This is an optimization exercise on Yosys and OpenROAD, whose aim is small area, not a production implementation. Only simulation tests tie the RTL to the original design; equivalence was not proved. No activity file was given, so power comes from the tool's default toggle rates.

[standard.sh]
#!/bin/bash
# synth_recipe.tcl (not shown) runs the flow's synth.tcl, then flattens the netlist and writes it again
# the make line also repeats each setting of config.mk as NAME=value (left out here)
make -C /OpenROAD-flow-scripts/flow DESIGN_CONFIG=/design/flow/config.mk WORK_HOME=/design/flow/orfs CLKGATE_MAP_FILE= SYNTH_SCRIPT=/design/flow/synth_recipe.tcl "${@:-finish}"
[flow/run.sh]
#!/bin/bash
export BUFFER_PORTS_ARGS="-buffer_cell sky130_fd_sc_hd__buf_1"
export CTS_ARGS="-sink_clustering_enable -repair_clock_nets -dont_use_dummy_load -buf_list sky130_fd_sc_hd__clkbuf_8"
export RECOVER_POWER=100
bash standard.sh > standard_sh.log 2>&1
[design.v]
module tot6502(
	input  clk,
	input  enable,
	input  [7:0]dati,
	output [7:0]dato,
	output [15:0]addr,
	output rw,
	input  rst_n,
	input  irq_n,
	input  nmi_n,
	input  rdy
);
	function [8:0]radd(input [7:0]p, input [7:0]q, input ci);
		integer k;
		reg c;
		begin
			c = ci;
			for(k = 0; k < 8; k = k + 1) begin
				radd[k] = p[k] ^ q[k] ^ c;
				c = (p[k] & q[k]) | (c & (p[k] ^ q[k]));
			end
			radd[8] = c;
		end
	endfunction
	reg [7:0]a, x, y, sp;
	reg [7:0]dl;                            
	reg fn, fv, fd, fi, fz, fc;             
	reg [15:0]pc;
	reg [15:0]ab;                            
	reg [7:0]inst;
	reg [2:0]tctr;
	reg pb;
	reg [1:0]nmi_st;
	reg nmi_p;                               
	reg [1:0]irq_st;
	reg [1:0]brk_k;                          
	wire brk_flag = brk_k == 0;
	wire [1:0]brk_v = brk_flag ? 2'd3 : brk_k;
	reg nmi_n_st;
	wire [2:0]ia = inst[7:5];
	wire [2:0]ib = inst[4:2];
	wire [1:0]ic = inst[1:0];
	wire t0 = tctr == 0;
	wire t1 = tctr == 1;
	wire t2 = tctr == 2;
	wire t3 = tctr == 3;
	wire t4 = tctr == 4;
	wire t5 = tctr == 5;
	wire t6 = tctr == 6;
	wire t7 = tctr == 7;
	wire c0 = ic == 0;
	wire ia45 = ia[2:1] == 2;
	wire zy = ic[1] & ia45;
	wire m_indx = ib == 0 & ic[0];
	wire m_imm  = (ib == 0 & !ic[0] & (ic[1] | ia[2])) | (ib == 2 & ic[0]);
	wire m_zpg  = ib == 1;
	wire m_abs  = ib == 3 & !(c0 & ia == 3);
	wire m_rel  = ib == 4 & c0;
	wire m_indy = ib == 4 & !c0;
	wire m_zpgx = ib == 5 & !zy;
	wire m_zpgy = ib == 5 & zy;
	wire m_absy = (ib == 6 & ic[0]) | (ib == 7 & zy);
	wire m_absx = ib == 7 & !zy;
	wire m_imp2 = (ib == 2 & !ic[0] & (ic[1] | ia[2])) | (ib == 6 & !ic[0]);
	wire m_absxy = m_absx | m_absy;
	wire i_jmp_ind	= inst == 8'h6C;
	wire i_jmp_abs	= inst == 8'h4C;
	wire i_jsr		= inst == 8'h20;
	wire i_rts		= inst == 8'h60;
	wire i_rti		= inst == 8'h40;
	wire i_brk		= inst == 8'h00;
	wire i_php		= inst == 8'h08;
	wire i_pha		= inst == 8'h48;
	wire i_plp		= inst == 8'h28;
	wire i_pla		= inst == 8'h68;
	wire i_push		= i_php | i_pha;
	wire i_pull		= i_plp | i_pla;
	wire i_bra		= m_rel;
	wire i_shy		= inst == 8'h9C;
	wire i_shx		= inst == 8'h9E;
	wire i_sta		= ia == 4 & ic[0];
	wire i_stx		= ia == 4 & ic[1] & ib != 2 & ib != 6;
	wire i_sty		= ia == 4 & c0 & ib[0];
	wire i_bit		= ia == 1 & c0 & (ib == 1 | ib == 3);
	wire i_ldy		= ia == 5 & c0 & (ib[0] | ib == 0);
	wire i_cpxy		= ia[2:1] == 3 & c0 & (ib == 0 | ib == 1 | ib == 3);
	wire i_lda		= ia == 5 & ic[0];
	wire i_ldx		= ia == 5 & ic[1] & ib != 2 & ib != 6;
	wire i_spec		= ib == 2 & ic == 3;               
	wire ldm_act	= ic[1] & (ib[0] | (ic[0] & ib != 2)) & !ia45;
	wire bra_f =
	ia[2:1] == 0 ? fn :
	ia[2:1] == 1 ? fv :
	ia[2:1] == 2 ? fc : fz;
	wire bra = bra_f == ia[0];
	wire exec =
	(m_zpg & t2) |
	((m_abs | m_zpgx | m_zpgy) & t3) |
	(m_absxy & (pb ? t4 : t3)) |
	(m_indx & t5) |
	(m_indy & (pb ? t5 : t4));
	wire op_rdy = exec | (m_imm & t1);
	wire k3 = m_abs | m_zpgx;
	wire k5 = m_indx | m_indy;
	wire ldm_wre = (m_zpg & t2) | (k3 & t3) | (m_absxy & t4) | (k5 & t5);
	wire ldm_dle = (m_zpg & t3) | (k3 & t4) | (m_absxy & t5) | (k5 & t6);
	wire ldm_end = (m_zpg & t4) | (k3 & t5) | (m_absxy & t6) | (k5 & t7);
	wire [8:0]aadd;
	wire bra_pb = aadd[8] ^ dl[7];
	wire st_long = ia == 4 & (ic[0] | ib == 7) & (m_indy | m_absxy);
	wire op_end =
	(ldm_act & ldm_end) |
	(i_bra & ((t1 & !bra) | (t2 & !bra_pb) | t3)) |
	(st_long & (m_indy ? t5 : t4)) |
	(m_imp2 & t1) |
	((i_push | i_jmp_abs) & t2) |
	(i_pull & t3) |
	(i_jmp_ind & t4) |
	((i_jsr | i_rti | i_rts) & t5) |
	(i_brk & t6) |
	(!ldm_act & !st_long & op_rdy);
	wire nmi_req 		= nmi_p;
	wire irq_req 		= irq_st[1] == 0 & fi == 0;
	wire ie_req  		= nmi_req | irq_req;
	wire i_st = i_sta | i_stx | i_sty;
	wire st_out = (i_st & !i_shx & !i_shy) | i_pha;
	assign dato = st_out ? aa_in : dl;
	assign addr[15:0] = ab;
	wire st_end = st_long ? (m_indy ? t5 : t4) : op_rdy;
	wire t2p = tctr >= 2;
	wire t3p = tctr >= 3;
	wire s_oadr = (t2p & (m_indx | m_indy | m_zpg | m_zpgx | m_zpgy | i_rti | i_brk | i_push | i_pull |
		((i_jsr | i_rts) & !t5))) | (t3p & (m_abs | m_absxy | i_jmp_ind));
	wire s_wren = (ldm_act & (ldm_dle | ldm_end)) | (i_jsr & (t3 | t4)) | (i_push & t2) |
		(i_brk & (t2 | t3 | t4) & brk_k != 2);
	assign rw 			= !(s_wren | (i_st & !t1 & st_end));
	wire en = enable & (rdy | !rw);
	wire e_t1  = t1;
	wire e_end = op_end;
	wire e_dl = ldm_act & ldm_dle;
	wire o_dey = inst == 8'h88;
	wire o_iny = inst == 8'hC8;
	wire o_inx = inst == 8'hE8;
	wire o_dex = inst == 8'hCA;
	wire o_tya = inst == 8'h98;
	wire o_txa = inst == 8'h8A;
	wire o_tay = inst == 8'hA8;
	wire o_tax = inst == 8'hAA;
	wire o_tsx = ia == 5 & ic[1] & ib == 6;      
	wire o_txs = inst == 8'h9A;
	wire o_sha = ic == 2 & ib == 2 & !ia[2];     
	wire o_flg = ib == 6 & c0;                   
	wire u_sub	= (ia == 7 | ia == 6);            
	wire alu_grp	= ic[0] & !ia45 & !i_spec;   
	wire x_alu	= alu_grp & e_end;
	wire x_spec	= i_spec & t1;                
	wire x_ld	= (i_lda | i_ldx | i_ldy) & op_rdy;
	wire x_cp	= i_cpxy & op_rdy;
	wire x_bit	= i_bit & op_rdy;
	wire x_pla	= i_pla & t3;
	wire ls = (e_dl & ia[2:1] == 0) | (e_t1 & o_sha & !ia[1]);              
	wire rs = (e_dl & ia[2:1] == 1) | (e_t1 & o_sha & ia[1]) | (x_spec & ia[2:1] == 1);    
	wire z_a = x_ld | x_pla;                     
	wire s_dl = e_dl;
	wire s_x  = !e_dl & ((i_cpxy & ia[0]) | o_dex | o_inx | o_txa | o_txs | (i_stx & !i_sta));
	wire s_y  = !e_dl & ((i_cpxy & !ia[0]) | o_dey | o_iny | o_tya | i_sty);
	wire s_ax = !e_dl & ((i_spec & ia == 6) | (i_stx & i_sta));
	wire s_sp = !e_dl & o_tsx & !z_a;
	wire s_a  = !(s_dl | s_x | s_y | s_ax | s_sp | z_a);
	wire [7:0]aa_in =
	({8{s_dl}} & dl) | ({8{s_x}} & x) | ({8{s_y}} & y) | ({8{s_sp}} & sp) |
	({8{s_a | s_ax}} & a & ({8{!s_ax}} | x));
	wire use_dl = alu_grp & !e_dl & ic[1];
	wire use_di = !e_dl & (i_cpxy | i_spec | i_bit | z_a | (alu_grp & !ic[1]));
	wire b_inv = (rs & !i_spec) | (e_dl & ia == 6) | i_cpxy | (i_spec & ia[2:1] == 3) | (alu_grp & u_sub & !e_dl) | o_dey | o_dex;
	wire sh_t3 = t3 & (i_shx | i_shy);           
	wire [7:0]ab_in = (({8{ls}} & aa_in) | ({8{use_di}} & dati) | ({8{use_dl}} & dl) | ({8{sh_t3}} & aadd[7:0])) ^ {8{b_inv}};
	wire ac_in =
	(e_dl & ia == 7) | (ls & ia[0] & fc) | i_cpxy | o_iny | o_inx |
	(i_spec & ia == 6) | (i_spec & ia == 7 & fc) |
	(alu_grp & !e_dl & (ia == 6 | (ia[1:0] == 3 & fc)));
	wire [7:0]h = aa_in ^ ab_in;
	wire [7:0]g = aa_in & ab_in;
	reg [8:0]sum;
	integer k;
	always @* begin
		sum[0] = ac_in;
		for(k = 0; k < 8; k = k + 1)
			sum[k + 1] = g[k] | (h[k] & sum[k]);
		sum[7:0] = h ^ sum[7:0];
	end
	wire [7:0]and_v = g;
	wire sh_in = ia[0] & fc;
	wire [7:0]shv = {sh_in, g[7:1]};
	wire lg_any = x_bit | (x_alu & ia[2:1] == 0) | (x_alu & ia == 2) | (x_spec & ia[2:1] == 0) | sh_t3;
	wire sel_h = lg_any & !x_bit & !i_spec & (ia == 0 | ia == 2);
	wire sel_g = lg_any & (ia != 2 | x_bit | i_spec | sh_t3);
	wire sel_sm = !(rs | lg_any);
	wire [7:0]res =
	({8{rs}} & shv) | ({8{sel_h}} & h) | ({8{sel_g}} & g) | ({8{sel_sm}} & sum[7:0]);
	wire we_a =
	(x_alu & ia != 6) | (x_spec & ia != 4 & ia != 6) | (x_ld & i_lda) | x_pla |
	(e_t1 & (o_tya | o_txa | o_sha));
	wire we_x =
	(x_ld & (i_ldx | inst == 8'hAB)) | (x_spec & ia == 6) |
	(e_t1 & (o_inx | o_dex | o_tax | o_tsx));
	wire we_y = (x_ld & i_ldy) | (e_t1 & (o_iny | o_dey | o_tay));
	wire we_zn =
	x_alu | (x_spec & ia != 4) | x_ld | x_pla | x_cp | x_bit | e_dl |
	(e_t1 & (o_inx | o_dex | o_iny | o_dey | o_tax | o_tay | o_tsx | o_tya | o_txa | o_sha));
	wire tr_a = o_tay | o_tax;
	wire n_res = x_bit ? dati[7] : res[7];
	wire z_res = res == 0;
	wire m_zp1 = m_indx | m_indy | m_zpg | m_zpgx | m_zpgy;
	wire i_stk = i_jsr | i_rts | i_rti | i_brk | i_push | i_pull;
	wire aa_bra = i_bra & t2;
	wire aa_brh = i_bra & t3;
	wire hi_inc = (t3 & m_absxy) | (t4 & m_indy);           
	wire b_idx  = (t2 & (m_absxy | m_indx | m_zpgx | m_zpgy)) | (t3 & m_indy);
	wire b_pass = (t2 & (m_abs | i_jmp_ind)) | (t4 & m_indx);
	wire b_one  = (t2 & m_indy) | hi_inc;
	wire lo_dec = i_jsr | i_push | (i_brk & !t5);
	wire sa_dl = (t2 & (m_abs | m_absxy | i_jmp_ind)) | (t3 & m_indy) | (t4 & m_indx);
	wire sa_lo = !(aa_bra | hi_inc | sa_dl);
	wire [7:0]ad_a =
	({8{aa_bra}} & pc[7:0]) |
	({8{hi_inc}} & ab[15:8]) | ({8{sa_dl}} & dl) | ({8{sa_lo}} & ab[7:0]);
	wire ix = m_indx | m_zpgx | m_absx;
	wire b_oth = !aa_bra & !b_idx & !b_pass & !b_one;
	wire ad_s = b_oth & lo_dec;
	wire [7:0]ad_b =
	({8{aa_bra}} & dl) | ({8{b_idx & ix}} & x) | ({8{b_idx & !ix}} & y) | {8{ad_s}};
	wire ad_c = b_one | (b_oth & !lo_dec);
	assign aadd = radd(ad_a, ad_b, ad_c);
	wire [8:0]pc_incl = radd(pc[7:0], 8'h00, 1'b1);
	wire [8:0]pc_inch = radd(pc[15:8], {8{aa_brh & dl[7]}}, aa_brh ? !dl[7] : pc_incl[8]);
	wire [15:0]pc_inc = {pc_inch[7:0], pc_incl[7:0]};
	wire pc_ld = (i_jmp_ind & t4) | (i_jmp_abs & t2) | (i_jsr & t5) | (i_rts & t4) | (i_rti & t5) | (i_brk & t6);
	wire pc_up = (t0 & !ie_req) | (t1 & !((ib == 0 & c0 & !ia[2] & ia != 1) | ((ib == 2 | ib == 6) & !ic[0]))) |
		(t2 & (m_abs | m_absxy)) | (i_rts & t5) | (i_brk & t1 & brk_flag);
	wire pc_upx = pc_up & !pc_ld;
	wire pc_hw = pc_ld | pc_upx | aa_brh;
	wire pc_lw = pc_ld | pc_upx | aa_bra;
	wire [7:0]pc_nvh = ({8{pc_ld}} & dati) | ({8{pc_upx | aa_brh}} & pc_inc[15:8]);
	wire [7:0]pc_nvl = ({8{pc_ld}} & dl) | ({8{pc_upx}} & pc_inc[7:0]) | ({8{aa_bra}} & aadd[7:0]);
	wire [15:0]pc_next = {pc_hw ? pc_nvh : pc[15:8], pc_lw ? pc_nvl : pc[7:0]};
	wire oadr_next = !op_end & !(t4 & (i_jsr | i_rts)) &
		(s_oadr | (t1 & (m_zp1 | i_stk)) | (t2 & (m_abs | m_absxy | i_jmp_ind)));
	wire ld_dt = (t4 & m_indx) | (t2 & (m_abs | m_absxy | i_jmp_ind));
	wire ld_ad = ld_dt | (t2 & (m_indx | m_zpgx | m_zpgy)) | (t3 & m_indy) |
		(t3 & (m_indx | i_jmp_ind | i_jsr | i_rts | i_rti | i_brk)) |
		(t2 & (m_indy | i_rts | i_rti | i_brk | i_pull)) | (t4 & i_rti) | (t5 & i_brk);
	wire ld_hi = (hi_inc & pb) | (t3 & (i_shx | i_shy));
	wire o_sp = t1 & i_stk;
	wire o_vec = t4 & i_brk;
	wire o_zp = t1 & m_zp1;
	wire o_lw = ld_ad | o_sp | o_zp | o_vec;
	wire [7:0]oaddr_lo =
	({8{ld_ad}} & aadd[7:0]) | ({8{o_sp}} & sp) | ({8{o_zp}} & dati) |
	({8{o_vec}} & {4'hf, 1'b1, brk_v, 1'b0});
	wire o_hdi = ld_dt | (t3 & m_indy);
	wire o_shxy = t3 & (i_shx | i_shy);
	wire o_hadd = hi_inc & pb & !o_shxy;
	wire o_hw = (t1 & (m_zp1 | i_stk)) | o_hdi | o_vec | o_shxy | o_hadd;
	wire [7:0]oaddr_hi =
	{7'h00, o_sp} | {8{o_vec}} | ({8{o_hdi}} & dati) | ({8{o_shxy}} & res) |
	({8{o_hadd}} & aadd[7:0]);
	wire [15:0]oaddr_next = {oaddr_hi, oaddr_lo};
	wire d_di = (t3 & (m_indx | i_jmp_ind | i_rts)) | (t1 & (m_abs | m_absxy | i_bra | i_jmp_ind)) | (t2 & m_indy) |
		(t4 & i_rti) | (t5 & i_brk) | (ldm_act & ldm_wre);
	wire d_ph = (t2 & i_jsr) | (t1 & i_brk);
	wire d_pl = (t3 & i_jsr) | (t2 & i_brk);
	wire d_st = (t1 & i_php) | (t3 & i_brk);
	wire d_sp = t4 & i_jsr;
	wire dl_we = d_di | e_dl | d_ph | d_pl | d_st | o_shxy | d_sp;
	wire [7:0]dl_next =
	({8{d_di}} & dati) | ({8{e_dl | o_shxy}} & res) | ({8{d_ph}} & pc_next[15:8]) |
	({8{d_pl}} & pc_next[7:0]) | ({8{d_st}} & {fn, fv, 1'b1, brk_flag | i_php, fd, fi, fz, fc}) |
	({8{d_sp}} & sp);
	wire sp_ad = (t2 & (i_push | i_pull)) | (t3 & i_rts) | (t4 & (i_rti | i_brk | i_jsr));
	wire sp_di = t1 & i_jsr;                     
	wire sp_rs = t1 & o_txs;
	wire f_pl  = t3 & (i_plp | i_rti);
	wire f_op  = e_t1 & o_flg & ia != 4;
	wire c_sum = (x_alu & (ia[1:0] == 3 | ia[2:1] == 3)) | x_cp | (x_spec & ia[2:1] == 3) | ls;
	wire c_g0  = (e_dl & ia[2:1] == 1) | (e_t1 & o_sha & ia[1]) | (x_spec & ia == 2);
	wire c_g7  = x_spec & (ia[2:1] == 0 | ia == 3);
	wire c_op  = f_op & ia[2:1] == 0;
	wire v_add = (x_alu & ia[1:0] == 3) | (x_spec & ia == 7);
	wire v_arr = x_spec & ia == 3;
	wire v_di  = x_bit | f_pl;
	wire v_clv = f_op & ia[2:1] == 2;
	wire i_op  = f_op & ia[2:1] == 1;
	wire i_bk  = t3 & i_brk;
	wire d_op  = f_op & ia[2:1] == 3;
	always @(posedge clk)
	if(enable)
	begin
		nmi_n_st <= nmi_n;
	end
	always @(posedge clk)
	if(!rst_n)
	begin
		inst 			<= 8'h00;
		brk_k			<= 2;
		fn				<= 0;
		fv				<= 0;
		fd				<= 0;
		fz				<= 0;
		fc				<= 0;
		tctr 	   	<= 1;
		nmi_p			<= 0;
		nmi_st		<= 0;
	end
		else
	if(en)
	begin
		nmi_st[1:0] <= {nmi_st[0], nmi_n_st};
		irq_st[1:0] <= {irq_st[0], irq_n};
		nmi_p <= !(t0 & nmi_p) & (nmi_p | nmi_st[1:0] == 2'b10);
		if(t0)
		begin
			inst		<= ie_req ? 8'h00 : dati;
			brk_k		<= !ie_req ? 2'd0 : nmi_req ? 2'd1 : 2'd3;
		end
		if(pc_hw)
			pc[15:8] <= pc_nvh;
		if(pc_lw)
			pc[7:0] <= pc_nvl;
		if(oadr_next ? o_hw : (pc_hw | s_oadr))
			ab[15:8] <= oadr_next ? oaddr_hi : pc_next[15:8];
		if(oadr_next ? o_lw : (pc_lw | s_oadr))
			ab[7:0] <= oadr_next ? oaddr_lo : pc_next[7:0];
		if(sp_ad | sp_di | sp_rs)
			sp <= ({8{sp_ad}} & aadd[7:0]) | ({8{sp_di}} & dati) | ({8{sp_rs}} & res);
		if((t2 & m_absxy) | (t3 & m_indy))
			pb <= aadd[8];
		if(dl_we)
			dl <= dl_next;
		if(we_a)
			a <= res;
		if(we_x)
			x <= res;
		if(we_y)
			y <= res;
		if(we_zn) begin
			fz <= z_res;
			fn <= n_res;
		end
		if(c_sum | c_g0 | c_g7 | c_op | f_pl)
			fc <= (c_sum & sum[8]) | (c_g0 & g[0]) | (c_g7 & g[7]) | (c_op & ia[0]) | (f_pl & dati[0]);
		if(v_add | v_arr | v_di | v_clv)
			fv <= (v_add & (a[7] ^ sum[7]) & (dati[7] ^ sum[7] ^ ia[2])) | (v_arr & (g[7] ^ g[6])) | (v_di & dati[6]);
		if(i_op | i_bk | f_pl)
			fi <= (i_op & ia[0]) | i_bk | (f_pl & dati[2]);
		if(d_op | f_pl)
			fd <= (d_op & ia[0]) | (f_pl & dati[3]);
		if(f_pl) begin
			fn <= dati[7];
			fz <= dati[1];
		end
		if(op_end)
		begin
			tctr <= 0;
		end
			else
			tctr <= tctr + 1;
	end
endmodule
[constraint.sdc]
create_clock -name core_clock -period 8.5 [get_ports {clk}]
set_input_delay 1.7000 -clock core_clock [delete_from_list [all_inputs] [get_ports {clk}]]
set_output_delay 1.7000 -clock core_clock [all_outputs]
set_load 0.01 [all_outputs]
[config.mk]
export PLATFORM = sky130hd
export DESIGN_NAME = tot6502
export DESIGN_NICKNAME = tot6502
export VERILOG_FILES = /design/flow/design.v
export SDC_FILE = /design/flow/constraint.sdc
export NUM_CORES = 4
export LEC_CHECK = 0
export ABC_AREA = 1
export CAP_MARGIN = 20
export CORE_MARGIN = 2
export CORE_UTILIZATION = 60
export SLEW_MARGIN = 20
==> impl_metrics.tcl, run 1 <==
set metrics [dict create \
    cp_num_buf_inv 6 \
    grt_first_pass_wirelength_mm 51.3 \
    boundaryPins 39 \
    wl_per_cell_um 24.3 \
    post_cts_buffers 0 \
    synth-async-reset-ratio_pct 0 \
    cts.sinks 98 \
    synth_edf_count 77 \
    r2r_end "ab[9]" \
    hpwlAfterDp_mm 27.0 \
    fmax_ghz 0.123 \
    instances_no_fill 1427 \
    drtAntennaViolNets 0 \
    drtPass1Iterations 7 \
    vias 9776 \
    drt_wl_total_mm 34.6 \
    syn_avg_cell_area_sq_um 7.22 \
    finalNetCount 1307 \
    multi_input_area_sq_um 5140 \
    core_area_sq_um 14000 \
    max_cap_violations 0 \
    slowest_stage "fa_1" \
    syn-num-nets 1257 \
    hp-class "register to register" \
    timing.hold.ws_ns 0.429 \
    h-tree-depth 3 \
    start_kind "register" \
    hold_viol_final 0 \
    antennaDiodeCount 0 \
    wl_met2_mm 13.8 \
    worst_pin_slew_ns 1.37 \
    place_ws_ns 0.105 \
    slew_headroom_pct 8.57 \
    track_usage_pct 45.9 \
    final_cell_mix "333 x nand2_1, 135 x inv_1, 128 x nor2_1" \
    netlist_instances 1199 \
    cp-end-kind "register" \
    die-area_sq_um 15400 \
    vias_per_cell 6.85 \
    crit_path_frequent_cell "nand2_1" \
    setup.worst_path.end "ab[9]" \
    synth_top_area_share_pct 26.7 \
    p_leak_nw 3.82 \
    dp_cells 1418 \
    synth_seq_cells 98 \
    final-setup-viol-count 0 \
    layout.area.seq_sq_um 2740 \
    seq_area_frac_synth_pct 31.6 \
    crit_family "adder cells" \
    num_rows 43 \
    worstPathRequired_ns 8.62 \
    grt_max_degree 21 \
    ir_worst_vdd_v 0.0000973 \
    die_h_um 124 \
    grt_pass1_vias 8893 \
    drcViolationCount 0 \
    grt_antenna_before_repair 0 \
    slowest_delay_ns 0.48 \
    fin_skew_ns 0.0438 \
    start_util_pct 61.9 \
    netlist_area_sq_um 8660 \
    final_common_cell "nand2_1" \
    ff2ff_path_depth 35 \
    drv_slew 0 \
    die_w_um 124 \
    critPathMaxFanout 16 \
    startpoint "inst[0]" \
    cp.depth 35 \
    rr_startpoint "inst[0]" \
    routabilityCongestion 1.12 \
    synth_area_leaders "edfxtp_1 27%, nand2_1 14%, inv_1 5.7%" \
    dr.max_layer_used "met4" \
    root_buffer "clkbuf_8" \
    status "finished clean" \
    dr_wl_met3_mm 5.62 \
    worst_slack_ns 0.389 \
    clockBufferDepth 2 \
    yosysWarningCount 1 \
    ctsResizeCount 0 \
    regToRegSetupSlack_ns 0.39 \
    port_buffers 38 \
    fillers 1273 \
    fin_crit_sh_pct 95.4 \
    arrival_ns 8.23 \
    insertion_delay_ns 0.41 \
    path_class "register to register" \
    synth_area_leader_cell "edfxtp_1" \
    p_per_area_nw_per_um2 122 \
    yosysUniqueCellTypes 57 \
    ys.flop_type "edfxtp_1" \
    clk_pin_slew_ns 0.09 \
    drive_above_1_share_pct 9.54 \
    drtIter0Drc 2004 \
    grt.overflow.total 0 \
    syn_to_final_growth_pct 6.18 \
    cts_hold_buf 0 \
    routedLengthMet1_mm 13.0 \
    min_period_ns 8.11 \
    cts_buffers 9 \
    tritoncts "yes" \
]
==> synthesized netlist by cell type, drive strengths merged, types with 2 or more instances <==
master	instances
nand2	347
a211oi	7
a31oi	15
a31o	2
clkbuf	12
o21a	2
nor3	21
nor2	143
nand4	15
ha	21
a21oi	60
fa	23
o31ai	2
o2bb2ai	2
o22ai	11
or2	5
inv	158
dfxtp	21
xor2	3
clkinv	4
a221oi	25
nand3	76
xnor2	2
edfxtp	77
o21ai	53
o2111ai	32
o221ai	8
o211ai	11
nor4	5
o41ai	3
buf	17
a22oi	11
==> routing by layer <==
metal	up-vias	track usage [%]
met5	-	1.74
met4	0	24.5
met3	194	14.9
met2	909	62.8
met1	4454	63.8
li1	4219	-
==> where the power goes <==
part	internal, W	total [W]	switching, W
clock	0.0000954	0.000256	0.000161
sequential	0.000542	0.000556	0.0000140
combinational	0.0000861	0.000309	0.000223
total	0.000724	0.00112	0.000398
==> cell type report <==
type	instances	area share (%)
sequential	98	29.8
clock buffer	9	1.35
multi-input combinational	910	55.9
tap	180	2.45
timing repair buffer	68	3.81
inverter	162	6.67
==> cell families after synthesis <==
kind of cell | Yosys count | synth area share, %
buffers and inverters | 191 | 8.94
adder cells (fa/ha/maj) | 44 | 8.35
AO/OA/AOI/OAI | 247 | 19.3
flip-flops | 98 | 31.6
XOR/XNOR | 5 | 0.506
AND/OR/NAND/NOR | 614 | 31.3
==> stage by stage <==
stage                     utilization, %  total power (W)  instance area [sq um]   TNS, ns
after floorplan                        -         0.000752                   8660         0
after global placement              65.0         0.000858                   9090         0
after detailed placement            65.0         0.000859                   9090         0
after CTS                           65.8          0.00110                   9210         0
after global routing                65.7          0.00115                   9190  -0.00167
final                               65.7          0.00112                   9190         0
==> state kept, by name, summed over array words and instances, names as in the netlist, 2 cells and up <==
name	count
a	8
dl	8
inst	8
ab	16
nmi_st	2
irq_st	2
tctr	3
pc	16
y	8
brk_k	2
sp	8
x	8
==> how the worst min path moves through the flow <==
stage	start	depth (start not counted)	slack (ns)	end
floorplan	irq_st[0]	0	0.40	irq_st[1]
global placement	irq_st[0]	0	0.42	irq_st[1]
detailed placement	irq_st[0]	0	0.41	irq_st[1]
CTS	irq_st[0]	0	0.43	irq_st[1]
global route	irq_st[0]	0	0.44	irq_st[1]
finish	irq_st[0]	0	0.43	irq_st[1]
==> run 2: changes to the inputs <==
==> flow/run.sh (replaced) <==
#!/bin/bash
export BUFFER_PORTS_ARGS="-buffer_cell sky130_fd_sc_hd__buf_1"
export CTS_ARGS="-sink_clustering_enable -repair_clock_nets -dont_use_dummy_load -buf_list sky130_fd_sc_hd__clkbuf_8"
bash standard.sh > standard_sh.log 2>&1
==> run 2 against run 1 <==
Clock power is essentially flat. Via count increased by 0.29%. Critical path type unchanged. Core utilization up 0.46 points.
==> impl_metrics.tcl, run 2 <==
set metrics [dict create \
    synth_area_leaders "edfxtp_1 27%, nand2_1 14%, inv_1 5.7%" \
    seq_area_frac_synth_pct 31.6 \
    clockBufferDepth 2 \
    drtPass1Iterations 10 \
    cp.depth 33 \
    slowest_stage "fa_1" \
    crit_family "adder cells" \
    vias 9804 \
    port_buffers 38 \
    whs_path_depth 0 \
    final-setup-viol-count 0 \
    worst_pin_slew_ns 1.04 \
    final_cell_mix "329 x nand2_1, 130 x inv_1, 120 x nor2_1" \
    drtAntennaViolNets 0 \
    synth_top_area_share_pct 26.7 \
    synth_area_leader_cell "edfxtp_1" \
    place_ws_ns 0.105 \
    hpwlAfterDp_mm 27.0 \
    yosysUniqueCellTypes 57 \
    cp-end-kind "register" \
    tritoncts "yes" \
    setup.worst_path.end "ab[15]" \
    crit_path_frequent_cell "fa_1" \
    status "finished clean" \
    power_w 0.00112 \
    drt_wl_total_mm 34.6 \
    startpoint "inst[1]" \
    drv_slew 0 \
    finalNetCount 1307 \
    slew_headroom_pct 30.6 \
    ff2ff_path_depth 33 \
    netlist_area_sq_um 8660 \
    r2r_end "ab[15]" \
    root_buffer "clkbuf_8" \
    vias_per_cell 6.87 \
    die_w_um 124 \
    final_common_cell "nand2_1" \
    hp-class "register to register" \
    critPathMaxFanout 9 \
    slowest_delay_ns 0.59 \
    netlist_instances 1199 \
    hold_viol_final 0 \
    cp_num_buf_inv 7 \
    num_rows 43 \
    track_usage_pct 45.9 \
    wl_per_cell_um 24.3 \
    cts_buffers 9 \
    instances_no_fill 1427 \
    insertion_delay_ns 0.41 \
    yosys-top-cells-count "329 x nand2_1, 131 x inv_1, 122 x nor2_1" \
    synth_seq_cells 98 \
    synth-async-reset-ratio_pct 0 \
    rr_startpoint "inst[1]" \
    clk_pin_slew_ns 0.09 \
    drive_above_1_share_pct 11.5 \
    start_util_pct 61.9 \
    start_kind "register" \
    routabilityCongestion 1.12 \
    grt_pass1_vias 8893 \
    die_h_um 124 \
    grt_antenna_before_repair 0 \
    post_cts_buffers 0 \
    ys.flop_type "edfxtp_1" \
    max_cap_violations 0 \
    core_area_sq_um 14000 \
    synth_edf_count 77 \
    top_regs "ab x16, pc x16" \
    drcViolationCount 0 \
    arrival_ns 8.21 \
    yosysMostFrequentCell "nand2_1" \
    path_class "register to register" \
    syn-num-nets 1257 \
    drtIter0Drc 1947 \
    p_leak_nw 3.85 \
    regToRegSetupSlack_ns 0.42 \
    syn_to_final_growth_pct 6.92 \
    yosysWarningCount 1 \
    worstPathRequired_ns 8.63 \
    grt.overflow.total 0 \
    die-area_sq_um 15400 \
    fin_crit_sh_pct 95.1 \
    min_period_ns 8.08 \
    syn_avg_cell_area_sq_um 7.22 \
    grt_max_degree 21 \
    dp_cells 1418 \
    grt_first_pass_wirelength_mm 51.3 \
    p_per_area_nw_per_um2 122 \
    worst_slack_ns 0.415 \
    fmax_ghz 0.124 \
    cts.sinks 98 \
    fin_skew_ns 0.0443 \
    ir_worst_vdd_v 0.0000969 \
    h-tree-depth 3 \
    antennaDiodeCount 0 \
    boundaryPins 39 \
]
## run 2: cell counts after synthesis
Identical to the previous run, type by type.
## run 2: per-stage QoR
| stage | hold WS, ns | setup TNS (ns) | area (sq um) | util, % |
|---|---|---|---|---|
| finish | 0.429 | 0 | 9260 | 66.2 |
| CTS | 0.431 | 0 | 9210 | 65.8 |
| floorplan | 0.400 | 0 | 8660 | - |
| detailed placement | 0.410 | 0 | 9090 | 65.0 |
| global route | 0.435 | -0.00106 | 9260 | 66.2 |
| global placement | 0.417 | 0 | 9090 | 65.0 |
## run 2: kinds of logic (layout without fill, tap and decap cells)
logic type | after synthesis | count (layout) | share of synthesized area (%)
xor+xnor | 5 | 5 | 0.506
simple gates | 614 | 614 | 31.3
fa+ha+maj | 44 | 44 | 8.35
compound gates | 247 | 247 | 19.3
flops | 98 | 98 | 31.6
buf+inv | 191 | 239 | 8.94
## run 2: worst min-delay path by stage
stage / startpoint / to / slack (ns)
global route: irq_st[0] / irq_st[1] / 0.44
detailed placement: irq_st[0] / irq_st[1] / 0.41
finish: irq_st[0] / irq_st[1] / 0.43
CTS: irq_st[0] / irq_st[1] / 0.43
global placement: irq_st[0] / irq_st[1] / 0.42
floorplan: irq_st[0] / irq_st[1] / 0.40
## run 2: layout make-up
type	instances	area, sq um
inverter	162	613
clock buffer	9	124
tap	180	225
fill	1257	4730
timing repair buffer	68	368
sequential	98	2740
multi-input combinational	910	5180
## run 2: layer usage
metal	share of wire (%)	vias up	track usage [%]
li1	-	4222	-
met1	37	4437	63.8
met2	40	944	62.8
met3	17	201	14.9
met4	6.5	0	24.5
met5	0	-	1.74
## run 2: where the power goes
part           internal [W]  switching (W)
clock             0.0000955       0.000159
sequential         0.000542      0.0000139
combinational     0.0000898       0.000224
total              0.000728       0.000397
## run 2: what timing repair did
item | CTS | global route
resized for setup | 0 | 15
hold buffers | 0 | 0
endpoints found under the setup margin | 0 | 9
==> run 3: changes to the inputs <==
==> flow/run.sh (replaced) <==
#!/bin/bash
# The standard layout (standard.sh) with these changes:
#  - synthesis: the standard flow's own synthesis script, with only the ABC mapping script replaced by
#    flow/abc_area.script (area-oriented mapping); registers are mapped exactly as before
#  - the smallest buffer cell for the port buffers
#  - clock tree synthesis without dummy loads
# Each tool's output goes to the logs under orfs/logs (ORFS) and to standard_sh.log.
set -e
here=$(pwd)
{ echo 'proc abc {args} { set i [lsearch $args -script]; if {$i >= 0} { lset args [expr {$i + 1}] $::env(AREA_ABC_SCRIPT) }; yosys abc {*}$args }'
  cat synth_recipe.tcl; } > synth_area.tcl
sed "s|SYNTH_SCRIPT=[^ ]*|SYNTH_SCRIPT=$here/synth_area.tcl|" standard.sh > standard_area.sh
export AREA_ABC_SCRIPT="$here/flow/abc_area.script"
export BUFFER_PORTS_ARGS="-buffer_cell sky130_fd_sc_hd__buf_1"
export CTS_ARGS="-sink_clustering_enable -repair_clock_nets -dont_use_dummy_load"
bash standard_area.sh > standard_sh.log 2>&1
==> flow/abc_area.script (new file) <==
strash
&get -n
&st
&dch -f
&nf -p -R 1000
&put
topo
stime -c
dnsize -c
==> run 3 against run 2 <==
Maximum frequency is 1.3% lower. Combinational power is 4% lower. Sequential cell count stayed put. Total power is 8.3% higher. First-iteration DRC count is 6.1% higher. Largest cell class unchanged.
==> impl_metrics.tcl, run 3 <==
set metrics [dict create \
    status "finished clean" \
    fillers 1061 \
    syn_to_final_growth_pct 15.3 \
    cts_buffers 9 \
    grt_max_degree 28 \
    routabilityCongestion 1.09 \
    netlist_area_sq_um 7630 \
    worst_pin_slew_ns 1.16 \
    finalNetCount 1057 \
    path_class "register to register" \
    hpwlAfterDp_mm 23.2 \
    p_leak_nw 3.13 \
    clk_pin_slew_ns 0.07 \
    final_cell_mix "161 x nand2_1, 87 x nor2_1, 77 x edfxtp_1" \
    internal-power_w 0.000829 \
    synth_area_leader_cell "edfxtp_1" \
    cts.sinks 98 \
    yosysWarningCount 1 \
    final_util_pct 70.3 \
    multi_input_area_sq_um 4800 \
    grt_first_pass_wirelength_mm 47.0 \
    ys.flop_type "edfxtp_1" \
    grt.overflow.total 0 \
    synth_area_leaders "edfxtp_1 30%, a222oi_1 8.3%, nand2_1 7.9%" \
    wl_per_cell_um 26.7 \
    syn_avg_cell_area_sq_um 8.64 \
    die_w_um 117 \
    synth_edf_count 77 \
    drtIter0Drc 2065 \
    final-setup-viol-count 0 \
    grt_antenna_before_repair 0 \
    drt_wl_total_mm 31.2 \
    hp-class "register to register" \
    ir_worst_vdd_v 0.0000846 \
    top_regs "ab x16, pc x16" \
    drcViolationCount 0 \
    drive_above_1_share_pct 9.53 \
    critPathMaxFanout 8 \
    seq_area_frac_synth_pct 35.8 \
    worstPathRequired_ns 8.61 \
    layout.area.seq_sq_um 2730 \
    drv_slew 0 \
    clockBufferDepth 2 \
    die_h_um 117 \
    min_period_ns 8.19 \
    drtPass1Iterations 9 \
    fmax_ghz 0.122 \
    sw_frac_of_total_pct 31.9 \
    grt_pass1_vias 8282 \
    netlist_instances 883 \
    clockPowerShare_pct 29.4 \
    start_util_pct 61.0 \
    synth_seq_cells 98 \
    yosysMostFrequentCell "nand2_1" \
    p_seq_share_pct 46.0 \
    port_buffers 38 \
    max_cap_violations 0 \
    hold_viol_final 0 \
    synth-async-reset-ratio_pct 0 \
    tritoncts "yes" \
    slew_headroom_pct 22.0 \
    synth_top_area_share_pct 30.3 \
    boundaryPins 39 \
    insertion_delay_ns 0.36 \
    root_buffer "clkbuf_16" \
    syn-num-nets 941 \
    p_per_area_nw_per_um2 138 \
    yosys-top-cells-count "161 x nand2_1, 90 x nor2_1, 77 x edfxtp_1" \
    start_kind "register" \
    num_rows 41 \
    arrival_ns 8.30 \
    final_common_cell "nand2_1" \
    antennaDiodeCount 0 \
    power.switching_w 0.000389 \
    pwr-share-comb_pct 24.6 \
    cp-end-kind "register" \
    die-area_sq_um 13600 \
    yosysUniqueCellTypes 55 \
    power_w 0.00122 \
    track_usage_pct 45.8 \
    h-tree-depth 3 \
    fin_skew_ns 0.0196 \
    fin_crit_sh_pct 96.4 \
    vias 8987 \
    vias_per_cell 7.69 \
    drtAntennaViolNets 0 \
    core_area_sq_um 12500 \
]
==> run 3: cell types whose count changed after synthesis, moves of 26 or more <==
cell / before / now
nand2_1: 329 / 161
inv_1: 131 / 0
a222oi_1: 0 / 63
clkinv_1: 4 / 47
nand3_1: 70 / 31
nor2_1: 122 / 90
o2111ai_1: 32 / 0
inv_2: 26 / 0
==> run 3: worst paths after layout <==
kind              from        end  slack [ns]  depth (start not counted)
max reg2reg    tctr[0]      sp[7]        0.31                         26
min reg2reg  irq_st[0]  irq_st[1]        0.43                          0
max            tctr[0]      sp[7]        0.31                         26
min          irq_st[0]  irq_st[1]        0.43                          0
==> run 3: layer usage <==
metal | part of all wire (%) | wire (um) | global-route usage (%) | vias to the layer above
met5 | 0 | 0 | 0 | -
met3 | 18 | 5690 | 13.7 | 191
met1 | 35 | 10800 | 62.3 | 4088
li1 | - | - | - | 3721
met2 | 41 | 12800 | 66.1 | 987
met4 | 6.0 | 1870 | 23.8 | 0
==> run 3: cell families after synthesis <==
group | Yosys count | share of synthesized area [%]
compound gates | 297 | 28.3
xor+xnor | 13 | 1.49
fa+ha+maj | 44 | 9.48
buf+inv | 47 | 2.31
flops | 98 | 35.8
mux | 2 | 0.279
simple gates | 382 | 22.3
==> run 3: power groups by stage <==
stage,Sequential (W),Clock (W),Combinational (W)
floorplan,0.000566,0,0.000169
global placement,0.000568,0,0.000267
detailed placement,0.000569,0,0.000272
CTS,0.000559,0.000350,0.000274
global route,0.000560,0.000369,0.000316
finish,0.000560,0.000358,0.000300
==> run 3: layout make-up <==
cell class	instances	area share, %
clock buffers	9	2.56
inverters	47	2.01
repair buffers	105	7.34
multi-input cells	738	54.6
well taps	172	2.45
flip-flops and latches	98	31.1
==> run 3: timing repair <==
item,CTS,global route
setup buffers,0,5
hold buffers,0,0
setup endpoints to repair,7,59
endpoints found under the hold margin,0,0
pin swaps,0,8
gates resized for setup,1,23
==> run 3: critical path, stage by stage, from the launching register on <==
cell,delay [ns]
dfxtp_1,0.36
ha_1,0.26
ha_1,0.24
buf_4,0.18
nand2_1,0.05
o21ai_0,0.27
buf_4,0.29
a222oi_1,0.27
nand2_1,0.12
fa_2,0.36
fa_1,0.46
fa_2,0.41
fa_2,0.40
fa_1,0.64
a222oi_1,0.45
a21boi_0,0.28
xor2_1,0.26
clkinv_1,0.14
fa_1,0.41
clkinv_1,0.08
fa_1,0.17
clkinv_1,0.08
fa_1,0.49
fa_1,0.60
o21ai_0,0.15
buf_4,0.20
a221o_1,0.31
==> run 3: stage by stage <==
stage | TNS, ns | hold slack [ns] | std cells | setup WS, ns | instance area, sq um
final | 0 | 0.429 | 1169 | 0.307 | 8790
after global routing | -0.0170 | 0.446 | 1169 | -0.0170 | 8790
after CTS | 0 | 0.435 | 1164 | 0.0518 | 8700
after detailed placement | -0.0291 | 0.425 | 1155 | -0.0109 | 8470
after global placement | 0 | 0.418 | 1155 | 0.169 | 8460
after floorplan | 0 | 0.400 | 883 | 0.0899 | 7640
==> run 4: changes to the inputs <==
==> flow/abc_area.script (replaced) <==
strash
&get -n
&st
&syn2
&dch -f
&nf -p -R 1000
&st
&syn2
&dch -f
&nf -p -R 1000
&put
topo
stime -c
dnsize -c
==> run 4 against run 3 <==
Still clean on timing, DRC and antenna. Worst hold slack better by 0.011 ns. First-iteration DRC count is 7.3% higher. Setup slack worse by 0.12 ns. Synthesized cell count is 0.68% higher. Sequential power is 0.9% lower. Combinational power is about 10% lower. Clock skew is 0.0012 ns lower. Count of clock-buffer cells in the layout stayed put. Non-clock buffer count is 1 lower. Critical path type unchanged. Largest cell class unchanged. Highest routed layer unchanged.
==> impl_metrics.tcl, run 4 <==
set metrics [dict create \
    slew_headroom_pct 21.4 \
    layout.area.seq_sq_um 2740 \
    seq_area_frac_synth_pct 35.5 \
    port_buffers 38 \
    core_area_sq_um 12600 \
    cts.sinks 98 \
    ys.flop_type "edfxtp_1" \
    placed_area_sq_um 8530 \
    cts_hold_buf 0 \
    arrival_ns 8.37 \
    root_buffer "clkbuf_16" \
    yosysUniqueCellTypes 55 \
    fin_crit_sh_pct 97.8 \
    drive_above_1_share_pct 9.28 \
    syn_to_final_growth_pct 14.8 \
    netlist_area_sq_um 7700 \
    synth_edf_count 77 \
    grt_pass1_vias 8159 \
    boundaryPins 39 \
    yosysMostFrequentCell "nand2_1" \
    cp-end-kind "register" \
    final_common_cell "nand2_1" \
    yosys-top-cells-count "144 x nand2_1, 86 x nor2_1, 77 x edfxtp_1" \
    num_rows 41 \
    max_cap_violations 0 \
    insertion_delay_ns 0.36 \
    cts_buffers 9 \
    finalNetCount 1062 \
    fmax_ghz 0.120 \
    fillers 1013 \
    grt_antenna_before_repair 0 \
    syn_avg_cell_area_sq_um 8.66 \
    drcViolationCount 0 \
    tritoncts "yes" \
    hold_viol_final 0 \
    synth_area_leaders "edfxtp_1 30%, nand2_1 7.0%, a222oi_1 6.2%" \
    critPathMaxFanout 8 \
    drt_wl_total_mm 31.0 \
    drtIter0Drc 2215 \
    path_class "register to register" \
    start_util_pct 61.3 \
    vias 9029 \
    clk_pin_slew_ns 0.06 \
    worst_pin_slew_ns 1.18 \
    synth_area_leader_cell "edfxtp_1" \
    min_period_ns 8.31 \
    routabilityCongestion 1.10 \
    netlist_instances 889 \
    fin_area_sq_um 8840 \
    die_h_um 117 \
    vias_per_cell 7.69 \
    status "finished clean" \
    fin_skew_ns 0.0185 \
    yosysWarningCount 1 \
    syn-num-nets 947 \
    final_cell_mix "141 x nand2_1, 85 x nor2_1, 77 x edfxtp_1" \
    track_usage_pct 45.1 \
    synth_seq_cells 98 \
    final_util_pct 70.3 \
    synth_top_area_share_pct 30.0 \
    die-area_sq_um 13800 \
    drtPass1Iterations 16 \
    h-tree-depth 3 \
    clockBufferDepth 2 \
    antennaDiodeCount 0 \
    worstPathRequired_ns 8.56 \
    grt_max_degree 27 \
    hp-class "register to register" \
    whs_path_depth 0 \
    hpwlAfterDp_mm 22.7 \
    ff2ff_path_depth 27 \
    grt_first_pass_wirelength_mm 46.0 \
    drv_slew 0 \
    wl_per_cell_um 26.4 \
    start_kind "register" \
    die_w_um 117 \
    p_per_area_nw_per_um2 134 \
    drtAntennaViolNets 0 \
    synth-async-reset-ratio_pct 0 \
    multi_input_area_sq_um 4820 \
    grt.overflow.total 0 \
    p_leak_nw 3.07 \
    ir_worst_vdd_v 0.000149 \
    top_regs "ab x16, pc x16" \
    final-setup-viol-count 0 \
]
[run 4: cell type report]
class | instances | area share [%]
inverters | 55 | 2.34
repair buffers | 104 | 7.22
flip-flops and latches | 98 | 31.0
multi-input cells | 736 | 54.5
clock buffers | 9 | 2.55
well taps | 172 | 2.43
[run 4: worst max-delay path, cell delays in order (launching register included)]
cell and delay, ns:
dfxtp_2 0.38, clkinv_1 0.11, ha_1 0.28, nor2b_1 0.18, a22oi_2 0.30, nand2_2 0.15, a222oi_1 0.38, nand2_1 0.14
fa_1 0.56, a222oi_1 0.45, a21boi_2 0.24, xnor2_1 0.16, clkinv_1 0.12, fa_1 0.44, fa_1 0.48, fa_1 0.47
fa_1 0.47, fa_1 0.45, clkinv_1 0.08, fa_1 0.19, clkinv_1 0.09, fa_1 0.47, fa_1 0.59, nor3_1 0.08
a21oi_1 0.17, nand2_2 0.17, a21boi_0 0.26, o21ai_0 0.17
[run 4: per-stage QoR]
stage               hold WS, ns  cells  setup TNS [ns]  worst slack (ns)  power [W]
floorplan                 0.400    889               0            0.0513   0.000715
global placement          0.420   1161               0             0.183   0.000808
detailed placement        0.414   1161         -0.0769           -0.0769   0.000813
CTS                       0.442   1170               0            0.0874    0.00116
global route              0.449   1174         -0.0466           -0.0466    0.00121
finish                    0.441   1174               0             0.189    0.00118
[run 4: worst paths after layout]
kind               endpoint  startpoint  slack [ns]
setup / recovery     ab[15]     tctr[0]        0.19
hold / removal    irq_st[1]   irq_st[0]        0.44
setup reg to reg     ab[15]     tctr[0]        0.19
hold reg to reg   irq_st[1]   irq_st[0]        0.44
[run 4: logic make-up after synthesis]
logic type,count (synthesis),share of synthesized area [%]
AND/OR/NAND/NOR,365,21.3
XOR/XNOR,12,1.36
buffers and inverters,55,2.68
adder cells (fa/ha/maj),44,9.39
AO/OA/AOI/OAI,303,28.2
flip-flops,98,35.5
multiplexers,12,1.58
[run 4: routing by layer]
metal	part of all wire [%]	GRT usage, %
met1	36	61.1
met2	42	65.7
met3	17	14.6
met4	5.6	20.5
met5	0	1.48
[run 4: what timing repair did]
action / CTS / global route
pin swaps: 0 / 7
gates resized for setup: 2 / 20
endpoints found under the setup margin: 1 / 23
buffers inserted: 0 / 3
[run 4: power breakdown]
group | internal [W] | switching, W
clock | 0.000187 | 0.000172
combinational | 0.0000888 | 0.000181
sequential | 0.000539 | 0.0000159
total | 0.000815 | 0.000369
==> run 5: changes to the inputs <==
--- a/design.v
+++ b/design.v
@@ -221,9 +221,8 @@
 	wire b_one  = (t2 & m_indy) | hi_inc;
 	wire lo_dec = i_jsr | i_push | (i_brk & !t5);
 	wire sa_dl = (t2 & (m_abs | m_absxy | i_jmp_ind)) | (t3 & m_indy) | (t4 & m_indx);
-	wire sa_lo = !(aa_bra | hi_inc | sa_dl);
+	wire sa_lo = !(hi_inc | sa_dl);
 	wire [7:0]ad_a =
-	({8{aa_bra}} & pc[7:0]) |
 	({8{hi_inc}} & ab[15:8]) | ({8{sa_dl}} & dl) | ({8{sa_lo}} & ab[7:0]);
 	wire ix = m_indx | m_zpgx | m_absx;
 	wire b_oth = !aa_bra & !b_idx & !b_pass & !b_one;
--- a/flow/run.sh
+++ b/flow/run.sh
@@ -4,6 +4,7 @@
 #    flow/abc_area.script (area-oriented mapping); registers are mapped exactly as before
 #  - the smallest buffer cell for the port buffers
 #  - clock tree synthesis without dummy loads
+#  - power recovery (downsizing cells off the critical paths) after global routing
 # Each tool's output goes to the logs under orfs/logs (ORFS) and to standard_sh.log.
 set -e
 here=$(pwd)
@@ -13,4 +14,5 @@
 export AREA_ABC_SCRIPT="$here/flow/abc_area.script"
 export BUFFER_PORTS_ARGS="-buffer_cell sky130_fd_sc_hd__buf_1"
 export CTS_ARGS="-sink_clustering_enable -repair_clock_nets -dont_use_dummy_load"
+export RECOVER_POWER=100
 bash standard_area.sh > standard_sh.log 2>&1
==> flow/abc_area.script (replaced) <==
strash
&get -n
&st
&dch -f
&nf -p -R 1000
&put
topo
stime -c
dnsize -c
--- a/config.mk
+++ b/config.mk
@@ -9,4 +9,5 @@
 export CAP_MARGIN = 20
 export CORE_MARGIN = 2
 export CORE_UTILIZATION = 60
+export GPL_TIMING_DRIVEN = 0
 export SLEW_MARGIN = 20
==> run 5 against run 4 <==
The layout now fails its checks (setup timing). First-iteration DRC count increased by 7.0%. Worst hold slack about the same. Non-clock buffer count decreased by 35. Total power increased by 3.1%. Design area increased by 0.71%. Core utilization increased by 0.79 points. Sequential power increased by 1%. Largest cell class unchanged.
==> impl_metrics.tcl, run 5 <==
set metrics [dict create \
    yosys-top-cells-count "170 x nand2_1, 77 x edfxtp_1, 72 x nor2_1" \
    fin_crit_sh_pct 101 \
    slowest_stage "a222oi_1" \
    place_ws_ns -2.10 \
    ir_worst_vdd_v 0.000155 \
    drive_above_1_share_pct 13.8 \
    min_period_ns 8.56 \
    path_class "register to register" \
    crit_path_frequent_cell "fa_2" \
    antennaDiodeCount 0 \
    final_cell_mix "164 x nand2_1, 77 x edfxtp_1, 64 x nor2_1" \
    top_regs "ab x16, pc x16" \
    met2_usage_pct 66.5 \
    seq_area_frac_synth_pct 35.9 \
    start_kind "register" \
    power_w 0.00122 \
    die_w_um 117 \
    pwr-share-comb_pct 25.3 \
    clockPowerShare_pct 28.8 \
    cp-end-kind "register" \
    root_buffer "clkbuf_16" \
    vias 8667 \
    grt.overflow.total 0 \
    busiest_layer "met2" \
    power.switching_w 0.000388 \
    max_cap_violations 0 \
    final_common_cell "nand2_1" \
    grtUsageMet3_pct 12.2 \
    synth-async-reset-ratio_pct 0 \
    track_usage_pct 44.5 \
    yosysMostFrequentCell "nand2_1" \
    port_buffers 38 \
    synth_area_leaders "edfxtp_1 30%, nand2_1 8.4%, a222oi_1 7.6%" \
    p_leak_nw 3.00 \
    final-setup-viol-count 4 \
    synth_top_area_share_pct 30.4 \
    synth_area_leader_cell "edfxtp_1" \
    vias_per_cell 7.68 \
    fmax_ghz 0.117 \
    h-tree-depth 3 \
    slew_headroom_pct 22.3 \
    crit_family "adder cells" \
    critPathMaxFanout 13 \
    boundaryPins 39 \
    core_area_sq_um 12500 \
    die-area_sq_um 13600 \
    grt_pass1_vias 8133 \
    insertion_delay_ns 0.36 \
    drcViolationCount 0 \
    status "finished with violations" \
    internal-power_w 0.000833 \
    wl_per_cell_um 26.7 \
    synth_seq_cells 98 \
    sw_frac_of_total_pct 31.8 \
    slowest_delay_ns 0.55 \
    clockBufferDepth 2 \
    grt_first_pass_wirelength_mm 45.7 \
    routabilityCongestion 1.00 \
    cts_buffers 9 \
    grt_max_degree 27 \
    grt_antenna_before_repair 0 \
    worstPathRequired_ns 8.76 \
    p_seq_share_pct 45.9 \
    worst_slack_ns -0.0552 \
    syn-num-nets 936 \
    so_faults "setup timing" \
    fillers 998 \
    cp_num_buf_inv 5 \
    cts.sinks 98 \
    drt_wl_total_mm 30.1 \
    hold_viol_final 0 \
    syn_avg_cell_area_sq_um 8.68 \
    drv_slew 0 \
    tritoncts "yes" \
    groute.layer.met1.usage_pct 61.1 \
    ys.flop_type "edfxtp_1" \
    finalNetCount 1016 \
    fin_skew_ns 0.0151 \
    p_per_area_nw_per_um2 137 \
    drtAntennaViolNets 0 \
    synth_edf_count 77 \
    arrival_ns 8.82 \
    die_h_um 117 \
    yosysUniqueCellTypes 57 \
    yosysWarningCount 1 \
    start_util_pct 60.9 \
    netlist_area_sq_um 7620 \
    drtPass1Iterations 14 \
    num_rows 41 \
    hpwlAfterDp_mm 21.2 \
    hp-class "register to register" \
    netlist_instances 878 \
    worst_pin_slew_ns 1.15 \
    drtIter0Drc 2369 \
    syn_to_final_growth_pct 16.9 \
    clk_pin_slew_ns 0.07 \
]
## run 5: cell count changes in the layout (fill, tap and decap cells not counted), sizes merged, moves of 8 or more
cell    change
buf        -37
a21oi      -15
a222oi     +10
nand2      +26
nand3       +8
nor2       -14
a221o      -18
mux2i      -11
a22oi      +13
nor3        -9
clkinv     -11
## run 5: cells by family after synthesis
group | count (synthesis) | share of synthesized area (%)
compound gates | 298 | 28.3
xor+xnor | 15 | 1.72
fa+ha+maj | 44 | 9.49
buf+inv | 46 | 2.27
flops | 98 | 35.9
mux | 1 | 0.148
simple gates | 376 | 22.2
## run 5: per-stage QoR
| step | setup TNS (ns) | hold WS, ns | util, % | cells | cell area, sq um |
|---|---|---|---|---|---|
| after floorplan | 0 | 0.400 | - | 878 | 7620 |
| after global placement | -135.55 | 0.404 | 63.7 | 1088 | 7980 |
| after detailed placement | -110.08 | 0.428 | 64.3 | 1093 | 8040 |
| after CTS | 0 | 0.445 | 69.9 | 1119 | 8740 |
| after global routing | -0.462 | 0.446 | 71.1 | 1128 | 8900 |
| final | -0.153 | 0.441 | 71.1 | 1128 | 8900 |
## run 5: final cells by class
type	instances	area, sq um	share of cell area, %
timing repair buffer	69	375	4.22
multi-input combinational	734	5140	57.8
inverter	46	175	1.97
tap	172	215	2.42
clock buffer	9	225	2.53
sequential	98	2770	31.1
## run 5: per-layer routing
metal,wire length [um],vias to the layer above
li1,-,3620
met1,10600,3993
met2,13000,857
met3,4880,197
met4,1650,0
met5,0,-
## run 5: timing repair
item	CTS	global route
resized for setup	107	28
setup buffers	17	9
hold buffers	0	0
endpoints found under the setup margin	84	34
pin swaps	13	15
## run 5: path summary, 6_finish.rpt
check | startpoint | end | slack (ns) | cells past startpoint
hold / removal | irq_st[0] | irq_st[1] | 0.44 | 0
setup reg to reg | inst[6] | fz | -0.06 | 27
setup / recovery | inst[6] | fz | -0.06 | 27
hold reg to reg | irq_st[0] | irq_st[1] | 0.44 | 0
## run 5: power groups by stage
stage                     Sequential [W]  Clock (W)  Combinational [W]
after global placement          0.000570          0           0.000257
after CTS                       0.000559   0.000344           0.000284
final                           0.000561   0.000352           0.000309
after floorplan                 0.000566          0           0.000174
after detailed placement        0.000571          0           0.000268
after global routing            0.000562   0.000360           0.000326
==> run 6: changes to the inputs <==
==> flow/abc_area.script (replaced) <==
strash
&get -n
&st
&dch -f
&nf -p -R 1000
&put
topo
stime -c
buffer -c
upsize -c
dnsize -c
--- a/config.mk
+++ b/config.mk
@@ -9,5 +9,4 @@
 export CAP_MARGIN = 20
 export CORE_MARGIN = 2
 export CORE_UTILIZATION = 60
-export GPL_TIMING_DRIVEN = 0
 export SLEW_MARGIN = 20
==> run 6 against run 5 <==
The run now finishes clean. Design area increased by 0.59%. Critical path depth unchanged. Core utilization shrank 2.7 points. Clock skew is 0.0040 ns higher. Sequential power about the same. First-iteration DRC count decreased by 12%. Sequential cell count stayed put.
==> impl_metrics.tcl, run 6 <==
set metrics [dict create \
    status "finished clean" \
    grt.overflow.total 0 \
    top_regs "ab x16, pc x16" \
    start_kind "register" \
    die_w_um 119 \
    start_util_pct 60.8 \
    syn-num-nets 991 \
    die-area_sq_um 14200 \
    cp-end-kind "register" \
    grt_setup_unrepaired "yes" \
    grt_max_degree 36 \
    p_seq_share_pct 45.2 \
    clk_pin_slew_ns 0.06 \
    layout.area.seq_sq_um 2740 \
    wl_per_cell_um 26.5 \
    grt_pass1_vias 8420 \
    drtAntennaViolNets 0 \
    min_period_ns 8.27 \
    port_buffers 38 \
    routabilityCongestion 1.04 \
    ys.flop_type "edfxtp_1" \
    num_rows 42 \
    sw_frac_of_total_pct 32.0 \
    netlist_area_sq_um 7960 \
    syn_to_final_growth_pct 12.5 \
    final.setup.tns_ns 0 \
    power_w 0.00124 \
    tritoncts "yes" \
    grt_first_pass_wirelength_mm 47.5 \
    multi_input_area_sq_um 4900 \
    grt_antenna_before_repair 0 \
    worstPathRequired_ns 8.77 \
    synth-async-reset-ratio_pct 0 \
    netlist_instances 933 \
    synth_area_leader_cell "edfxtp_1" \
    p_leak_nw 3.33 \
    fin_crit_sh_pct 97.3 \
    fin_skew_ns 0.0190 \
    die_h_um 119 \
    pwr-share-comb_pct 25.5 \
    final-setup-viol-count 0 \
    synth_area_leaders "edfxtp_1 29%, nand2_1 7.9%, a222oi_1 7.3%" \
    antennaDiodeCount 0 \
    slew_headroom_pct 24.3 \
    final_cell_mix "167 x nand2_1, 77 x edfxtp_1, 74 x buf_4" \
    track_usage_pct 43.8 \
    drt_wl_total_mm 31.1 \
    drtIter0Drc 2077 \
    yosysWarningCount 1 \
    worst_slack_ns 0.233 \
    worst_pin_slew_ns 1.13 \
    path_class "register to register" \
    seq_area_frac_synth_pct 34.3 \
    arrival_ns 8.53 \
    syn_avg_cell_area_sq_um 8.53 \
    drtPass1Iterations 8 \
    synth_seq_cells 98 \
    finalNetCount 1061 \
    hpwlAfterDp_mm 23.4 \
    cts_buffers 9 \
    root_buffer "clkbuf_16" \
    drcViolationCount 0 \
    synth_edf_count 77 \
    yosys-top-cells-count "167 x nand2_1, 77 x edfxtp_1, 69 x nor2_1" \
    vias 8838 \
    internal-power_w 0.000841 \
    clockBufferDepth 2 \
    timing.hold.ws_ns 0.423 \
    h-tree-depth 3 \
    insertion_delay_ns 0.36 \
    p_per_area_nw_per_um2 138 \
    critPathMaxFanout 6 \
    dp_cells 1166 \
    fmax_ghz 0.121 \
    fillers 1048 \
    instances_no_fill 1177 \
    place_ws_ns 0.0687 \
    drive_above_1_share_pct 12.1 \
    yosysUniqueCellTypes 81 \
    clockPowerShare_pct 29.3 \
    cts.sinks 98 \
    power.switching_w 0.000396 \
    max_cap_violations 0 \
    ir_worst_vdd_v 0.0000825 \
    synth_top_area_share_pct 29.1 \
    hold_viol_final 0 \
    vias_per_cell 7.51 \
    final_common_cell "nand2_1" \
    core_area_sq_um 13100 \
    hp-class "register to register" \
    drv_slew 0 \
    yosysMostFrequentCell "nand2_1" \
    boundaryPins 39 \
]
[run 6: area by class of cell]
cell class                      instances  area share (%)
Clock buffer                            9            2.51
Sequential cell                        98            30.5
Multi-Input combinational cell        734            54.7
Timing Repair Buffer                  114            7.88
Tap cell                              176            2.46
Inverter                               46            1.93
[run 6: metal layers]
layer	share of wire [%]	vias to the layer above	global-route usage, %	wire [um]
met4	7.7	0	28.7	2410
met3	14	212	9.43	4410
li1	-	3700	-	-
met2	45	907	69.1	13900
met5	0	-	0	0
met1	33	4019	54.2	10400
[run 6: worst max-delay path, cell delays in order (launching register included)]
cell	delay, ns
dfxtp_1	0.36
or2_1	0.35
and3_1	0.25
a21oi_2	0.22
a21oi_1	0.10
a222oi_1	0.40
nand2_1	0.13
fa_1	0.46
fa_1	0.48
fa_1	0.46
fa_1	0.51
a222oi_1	0.40
a21boi_1	0.25
xor2_1	0.24
inv_1	0.09
fa_1	0.44
fa_1	0.46
fa_1	0.46
fa_1	0.42
inv_1	0.09
fa_1	0.45
inv_1	0.09
o21ai_1	0.07
a221oi_2	0.24
inv_1	0.13
nor4_2	0.20
nand3_1	0.15
a221oi_2	0.26
[run 6: power groups by stage]
stage	sequential [W]	combinational [W]	clock, W
global placement	0.000567	0.000294	0
global route	0.000560	0.000333	0.000371
finish	0.000559	0.000315	0.000363
CTS	0.000558	0.000301	0.000357
detailed placement	0.000568	0.000300	0
floorplan	0.000564	0.000186	0
[run 6: per-stage QoR]
step	cell area (sq um)	utilization (%)
2_1_floorplan	7960	-
3_3_place_gp	8650	66.1
3_5_place_dp	8660	66.2
4_1_cts	8890	67.9
5_1_grt	8960	68.4
6_report	8960	68.4
[run 6: cell families after synthesis]
| family | after synthesis | synth area share [%] |
|---|---|---|
| flip-flops | 98 | 34.3 |
| AND/OR/NAND/NOR | 376 | 22.4 |
| adder cells (fa/ha/maj) | 44 | 9.09 |
| XOR/XNOR | 15 | 1.65 |
| AO/OA/AOI/OAI | 298 | 27.4 |
| multiplexers | 1 | 0.141 |
| buffers and inverters | 101 | 4.95 |
[run 6: path summary, 6_finish.rpt]
path	startpoint	depth (start not counted)	end	slack [ns]
worst max-delay path	inst[0]	27	fz	0.23
worst min-delay path	irq_st[0]	0	irq_st[1]	0.42
worst max register to register	inst[0]	27	fz	0.23
worst min register to register	irq_st[0]	0	irq_st[1]	0.42
[run 6: what timing repair did]
item	4_1_cts	5_1_grt
resized for setup	0	20
setup endpoints to repair	0	34
hold endpoints to repair	0	0
hold buffers	0	0
setup buffers	0	2
==> run 7: changes to the inputs <==
==> flow/abc_area.script (replaced) <==
strash
&get -n
&st
&dch -f
&nf -p -R 1000
&put
topo
stime -c
dnsize -c
==> run 7 against run 6 <==
Sequential share of layout area down 0.47 points. Largest power group unchanged. Count of clock-buffer cells in the layout unchanged. First-iteration DRC count up 1.7%. Core utilization up 4.3 points. Critical endpoint unchanged. Total power down 0.54%. Global-route usage up 2.1 points. Area after synthesis down 4.3%. Setup slack worse by 0.044 ns.
==> impl_metrics.tcl, run 7 <==
set metrics [dict create \
    status "finished clean" \
    syn_avg_cell_area_sq_um 8.68 \
    netlist_instances 878 \
    start_util_pct 60.9 \
    p_leak_nw 3.22 \
    cts_buffers 9 \
    ys.flop_type "edfxtp_1" \
    yosysMostFrequentCell "nand2_1" \
    final_cell_mix "168 x nand2_1, 84 x buf_4, 77 x edfxtp_1" \
    hpwlAfterDp_mm 23.6 \
    multi_input_area_sq_um 4890 \
    slowest_delay_ns 0.48 \
    yosys-top-cells-count "170 x nand2_1, 77 x edfxtp_1, 72 x nor2_1" \
    hold_viol_final 0 \
    fin_skew_ns 0.0179 \
    arrival_ns 8.56 \
    num_rows 41 \
    drcViolationCount 0 \
    core_area_sq_um 12500 \
    final.setup.tns_ns 0 \
    placed_area_sq_um 8700 \
    crit_path_frequent_cell "fa_1" \
    wl_per_cell_um 25.8 \
    syn-num-nets 936 \
    min_period_ns 8.31 \
    slowest_stage "fa_1" \
    cts.sinks 98 \
    grt_antenna_before_repair 0 \
    fillers 995 \
    hp-class "register to register" \
    syn_to_final_growth_pct 19.5 \
    synth_area_leader_cell "edfxtp_1" \
    netlist_area_sq_um 7620 \
    tritoncts "yes" \
    track_usage_pct 45.9 \
    antennaDiodeCount 0 \
    fin_area_sq_um 9100 \
    critPathMaxFanout 8 \
    port_buffers 38 \
    drt_wl_total_mm 30.9 \
    worst_pin_slew_ns 1.08 \
    path_class "register to register" \
    die_w_um 117 \
    grt.overflow.total 0 \
    yosysUniqueCellTypes 57 \
    ir_worst_vdd_v 0.000133 \
    synth_edf_count 77 \
    synth_top_area_share_pct 30.4 \
    synth_seq_cells 98 \
    drtAntennaViolNets 0 \
    cp-end-kind "register" \
    insertion_delay_ns 0.35 \
    seq_area_frac_synth_pct 35.9 \
    synth_area_leaders "edfxtp_1 30%, nand2_1 8.4%, a222oi_1 7.6%" \
    regToRegSetupSlack_ns 0.19 \
    worstPathRequired_ns 8.75 \
    vias 8904 \
    clockBufferDepth 2 \
    grt_pass1_vias 8455 \
    grt_first_pass_wirelength_mm 47.1 \
    synth-async-reset-ratio_pct 0 \
    h-tree-depth 3 \
    die-area_sq_um 13600 \
    start_kind "register" \
    top_regs "ab x16, pc x16" \
    fmax_ghz 0.120 \
    die_h_um 117 \
    drive_above_1_share_pct 13.5 \
    timing.hold.ws_ns 0.437 \
    boundaryPins 39 \
    final_common_cell "nand2_1" \
    max_cap_violations 0 \
    final_util_pct 72.7 \
    clk_pin_slew_ns 0.06 \
    drv_slew 0 \
    yosysWarningCount 1 \
    drtPass1Iterations 16 \
    root_buffer "clkbuf_16" \
    drtIter0Drc 2112 \
    finalNetCount 1088 \
    grt_max_degree 29 \
    routabilityCongestion 1.11 \
    p_per_area_nw_per_um2 135 \
    slew_headroom_pct 27.1 \
    fin_crit_sh_pct 97.8 \
    final-setup-viol-count 0 \
    layout.area.seq_sq_um 2740 \
    vias_per_cell 7.42 \
]
## run 7: changes by cell type in the layout (fill, tap and decap cells not counted), sizes merged
cell / previous run / this run
inv: 46 / 1
buf: 112 / 123
clkinv: 0 / 45
clkbuf: 11 / 27
and2b: 2 / 0
nor2b: 14 / 16
## run 7: timing repair
item | CTS | global route
pin swaps | 2 | 13
hold buffers | 0 | 0
gates resized for setup | 16 | 41
setup buffers | 4 | 4
setup endpoints to repair | 8 | 38
## run 7: logic make-up (layout without fill, tap and decap cells)
logic type	after synthesis	in the layout	synth area share, %
fa+ha+maj	44	44	9.49
simple gates	376	376	22.2
compound gates	298	298	28.3
buf+inv	46	196	2.27
flops	98	98	35.9
xor+xnor	15	15	1.72
mux	1	1	0.148
## run 7: stage by stage
step / std cells / setup WS, ns / total power [W]
final: 1200 / 0.189 / 0.00123
after global routing: 1200 / -0.105 / 0.00126
after CTS: 1196 / 0.000106 / 0.00121
after detailed placement: 1183 / -0.519 / 0.000866
after global placement: 1183 / -0.225 / 0.000858
after floorplan: 878 / 0.0804 / 0.000740
## run 7: metal layers
metal  share of wire, %  up-vias  wire (um)  global-route usage, %
met1                 35     4070      10900                   60.9
met3                 16      179       5010                   12.9
met4                5.5        0       1710                   22.6
met2                 43      900      13400                   69.3
met5                  0        -          0                  0.741
li1                   -     3755          -                      -
## run 7: cell type report
class / instances / area share [%]
repair buffers: 141 / 9.46
multi-input cells: 734 / 53.7
flip-flops and latches: 98 / 30.1
well taps: 172 / 2.36
inverters: 46 / 1.91
clock buffers: 9 / 2.47
## run 7: worst max-delay path, delay by kind of cell (launching register included)
kind	cells	cell delay, ns
compound gates	13	2.84
fa+ha+maj	8	3.31
buf+inv	3	0.50
flops	1	0.38
simple gates	7	1.14
## run 7: worst paths after layout
| kind | start | cells after the start | endpoint |
|---|---|---|---|
| worst min-delay path | irq_st[0] | 0 | irq_st[1] |
| worst max register to register | inst[4] | 31 | fz |
| worst max-delay path | inst[4] | 31 | fz |
| worst min register to register | irq_st[0] | 0 | irq_st[1] |
## run 7: where the power goes
group	switching, W	internal, W
Sequential	0.0000168	0.000543
Clock	0.000164	0.000187
Combinational	0.000209	0.000111

Re-timed with assumed drivers on the ports (clkbuf_16 on the clock, buf_2 on other inputs), run 7 has 0.189 ns of setup slack against 0.189 ns with ideal ports, and 0.189 ns once port delays also move by the mid clock arrival of 0.383 ns.
